Background: an optimization exercise with open tools, aiming at small area and a short achievable clock period. Do not read the settings as production practice.
Function was checked by simulation only, so behaviour that the tests miss may differ from the original.

==> inputs of job 8934 <==
// dadda_32_reg
module dadda_32_reg(clk, A, B, Y);
    input clk;
    input [31:0] A;
    input [31:0] B;
    output reg [63:0] Y;
    reg [31:0] a_r, b_r;
    wire [63:0] p;
    dadda_32 mult(.A(a_r), .B(b_r), .Y(p));
    always @(posedge clk) begin
        a_r <= A;
        b_r <= B;
        Y   <= p;
    end
endmodule
==> module HA, before the edit <==
module HA(a, b, Sum, Cout);
input a, b;
output Sum, Cout;
csa_dadda fa(.A(a), .B(b), .Cin(1'b1), .Y(Sum), .Cout(Cout));
endmodule
==> flow/config.mk <==
export PLATFORM = sky130hd
export DESIGN_NAME = dadda_32_reg
export DESIGN_NICKNAME = dadda_32_reg
export VERILOG_FILES = /design/flow/design.v
export SDC_FILE = /design/flow/constraint.sdc
export NUM_CORES = 4
export LEC_CHECK = 0
export CAP_MARGIN = 20
export CORE_MARGIN = 2
export CORE_UTILIZATION = 40
export SLEW_MARGIN = 20
export SYNTH_HIERARCHICAL = 1
export SYNTH_MINIMUM_KEEP_SIZE = 0
==> flow/constraint.sdc <==
create_clock -name core_clock -period 24.0 [get_ports {clk}]
set_input_delay 4.8000 -clock core_clock [delete_from_list [all_inputs] [get_ports {clk}]]
set_output_delay 4.8000 -clock core_clock [all_outputs]
set_load 0.01 [all_outputs]
standard.sh (not shown) runs the stock make flow with config.mk's settings and CLKGATE_MAP_FILE= SYNTH_SCRIPT=/design/flow/synth_recipe.tcl, a recipe that flattens the netlist after the stock synthesis.
==> flow/flow/run.sh <==
#!/bin/bash
# The standard layout, with timing repair aiming for a setup slack of
# 16.5 ns at the design's 24 ns clock, so that the achieved period shrinks.
bash standard.sh SETUP_SLACK_MARGIN=16.5 finish > standard.log 2>&1
==> job 6597 (differences from job 8934) <==
--- a/flow/design.v
+++ b/flow/design.v
@@ -17,5 +17,16 @@
 input a, b;
 output Sum, Cout;
-csa_dadda fa(.A(a), .B(b), .Cin(1'b1), .Y(Sum), .Cout(Cout));
+HA_sum s(.a(a), .b(b), .y(Sum));
+HA_carry c(.a(a), .b(b), .y(Cout));
+endmodule
+module HA_sum(a, b, y);
+input a, b;
+output y;
+assign y = ~(a ^ b);
+endmodule
+module HA_carry(a, b, y);
+input a, b;
+output y;
+assign y = a | b;
 endmodule
 module csa_dadda(A,B,Cin,Y,Cout);
==> flow/flow/run.sh (replaced) <==
#!/bin/bash
# The standard layout, with timing repair aiming for a setup slack of
# 17.5 ns at the design's 24 ns clock, so that the achieved period shrinks,
# the smallest buffer on each port, and a light load in ABC's mapping so that
# the single-gate modules map to the smallest cells (timing repair sizes them).
bash standard.sh SETUP_SLACK_MARGIN=17.5 'BUFFER_PORTS_ARGS=-buffer_cell sky130_fd_sc_hd__buf_1' ABC_LOAD_IN_FF=1 finish > standard.log 2>&1
- CORE_UTILIZATION: 40 -> 55
==> job 787 (differences from job 8934) <==
--- a/flow/design.v
+++ b/flow/design.v
@@ -17,5 +17,16 @@
 input a, b;
 output Sum, Cout;
-csa_dadda fa(.A(a), .B(b), .Cin(1'b1), .Y(Sum), .Cout(Cout));
+HA_sum s(.a(a), .b(b), .y(Sum));
+HA_carry c(.a(a), .b(b), .y(Cout));
+endmodule
+module HA_sum(a, b, y);
+input a, b;
+output y;
+assign y = ~(a ^ b);
+endmodule
+module HA_carry(a, b, y);
+input a, b;
+output y;
+assign y = a | b;
 endmodule
 module csa_dadda(A,B,Cin,Y,Cout);
==> flow/flow/run.sh (replaced) <==
#!/bin/bash
# The standard layout, with timing repair aiming for a setup slack of
# 17.5 ns at the design's 24 ns clock, so that the achieved period shrinks,
# and the smallest buffer on each port.
bash standard.sh SETUP_SLACK_MARGIN=17.5 'BUFFER_PORTS_ARGS=-buffer_cell sky130_fd_sc_hd__buf_1' finish > standard.log 2>&1
- CORE_UTILIZATION: 40 -> 70
- PLACE_DENSITY: unset -> 0.8
==> summary of the runs <==
- Between job 787 and job 6597, the lower register-to-register slack is in job 787 (gap 0.096 ns).
- In synthesized cell count, job 787 and job 6597 do not differ.
- Worst setup slack, lowest first: job 8934, job 787, job 6597.
- Against job 6597, the critical path depth of job 787 is lower by 1.

* * *

==> build 53 <==
Starting RTL as in the previous note.
clock: 24.0 ns
lec_check: 0
cap_margin: 20
core_margin: 2
core_utilization: 40
slew_margin: 20
synth_hierarchical: 1
synth_minimum_keep_size: 0
==> flow/flow/run.sh <==
#!/bin/bash
# The standard layout, with timing repair aiming for a setup slack of
# 18.5 ns at the design's 24 ns clock, so that the achieved period shrinks.
bash standard.sh SETUP_SLACK_MARGIN=18.5 finish > standard.log 2>&1
==> inputs of build 56, as changes to build 53 <==
--- a/flow/design.v
+++ b/flow/design.v
@@ -17,5 +17,16 @@
 input a, b;
 output Sum, Cout;
-csa_dadda fa(.A(a), .B(b), .Cin(1'b1), .Y(Sum), .Cout(Cout));
+HA_sum s(.a(a), .b(b), .y(Sum));
+HA_carry c(.a(a), .b(b), .y(Cout));
+endmodule
+module HA_sum(a, b, y);
+input a, b;
+output y;
+assign y = ~(a ^ b);
+endmodule
+module HA_carry(a, b, y);
+input a, b;
+output y;
+assign y = a | b;
 endmodule
 module csa_dadda(A,B,Cin,Y,Cout);
==> flow/flow/run.sh (replaced) <==
#!/bin/bash
# The standard layout, with timing repair aiming for a setup slack of
# 17.5 ns at the design's 24 ns clock, so that the achieved period shrinks,
# and the smallest buffer on each port.
bash standard.sh SETUP_SLACK_MARGIN=17.5 'BUFFER_PORTS_ARGS=-buffer_cell sky130_fd_sc_hd__buf_1' finish > standard.log 2>&1
--- a/flow/config.mk
+++ b/flow/config.mk
@@ -8,5 +8,6 @@
 export CAP_MARGIN = 20
 export CORE_MARGIN = 2
-export CORE_UTILIZATION = 40
+export CORE_UTILIZATION = 55
+export CTS_BUF_LIST = sky130_fd_sc_hd__clkbuf_4 sky130_fd_sc_hd__clkbuf_8
 export SLEW_MARGIN = 20
 export SYNTH_HIERARCHICAL = 1
==> inputs of trial 93, as changes to build 53 <==
==> flow/run.sh (new file) <==
#!/bin/bash
# synth_recipe.tcl (not shown) runs the flow's synth.tcl, then flattens the netlist and writes it again
# the make line also repeats each setting of config.mk as NAME=value (left out here)
make -C /OpenROAD-flow-scripts/flow DESIGN_CONFIG=/design/flow/config.mk WORK_HOME=/design/flow/orfs CLKGATE_MAP_FILE= SYNTH_SCRIPT=/design/flow/synth_recipe.tcl finish
removed: flow/flow/run.sh
removed: flow/standard.sh
==> flow_summary.json <==
{
  "skew_ns": 0.0338,
  "min_period_ns": 6.49,
  "wl_met1_um": 34800,
  "post_cts_buffers": 18,
  "status": "finished clean",
  "synth_top_cell_area_share": 0.374
}
The numbers above come from build 56.

==> flow_summary.json <==
{
  "status": "finished clean",
  "post_cts_buffers": 0,
  "min_period_ns": 8.25,
  "synth_top_cell_area_share": 0.401,
  "wl_met1_um": 34600,
  "skew_ns": 0.0225
}
The numbers above come from trial 93.

==> flow_summary.json <==
{
  "status": "finished clean",
  "synth_xor_area_frac": 0.182,
  "async_reset_ff_frac": 0,
  "wl_met1_um": 35900,
  "nNonClkBuffers": 407,
  "vias": 22600,
  "skew_ns": 0.0585,
  "min_period_ns": 6.59,
  "post_cts_buffers": 142
}
The numbers above come from build 53.

port drivers added, routing unchanged:
Ports are ideal in the flow. The routed layouts listed here were re-timed in OpenROAD. Step 1 (the two cells are an assumption about what drives the block):
set clk [get_ports {clk}]
set_driving_cell -lib_cell sky130_fd_sc_hd__clkbuf_16 $clk
set_driving_cell -lib_cell sky130_fd_sc_hd__buf_2 [delete_from_list [all_inputs] $clk]
Step 2 times the ports against the registers' clock, not the clock port: input delays grow and output delays shrink by t, the midpoint of the rising clock arrivals with the driver on. Slacks: no drivers / after step 1 / after step 2; pairs: no drivers / after step 1.
| run | shift t [ns] | setup WS [ns] | worst hold slack (ns) | worst data-port slew with drivers (ns) | cell pins on the clock port's net |
|---|---|---|---|---|---|
| job 8934 | 0.563 | 16.682 / 16.682 / 16.682 | 0.624 / 0.624 / 0.624 | 0.05 | 1 |
| job 6597 | 0.561 | 17.608 / 17.608 / 17.608 | 0.577 / 0.577 / 0.577 | 0.04 | 1 |
| job 787 | 0.528 | 17.513 / 17.513 / 17.513 | 0.696 / 0.696 / 0.696 | 0.04 | 1 |
| build 53 | 0.550 | 17.405 / 17.405 / 17.405 | 0.676 / 0.676 / 0.676 | 0.07 | 1 |
| build 56 | 0.615 | 17.513 / 17.513 / 17.513 | 0.575 / 0.575 / 0.575 | 0.04 | 1 |
| trial 93 | 0.562 | 15.755 / 15.755 / 15.755 | 0.761 / 0.761 / 0.761 | 0.05 | 1 |
After both steps setup and hold are still met in every run listed.
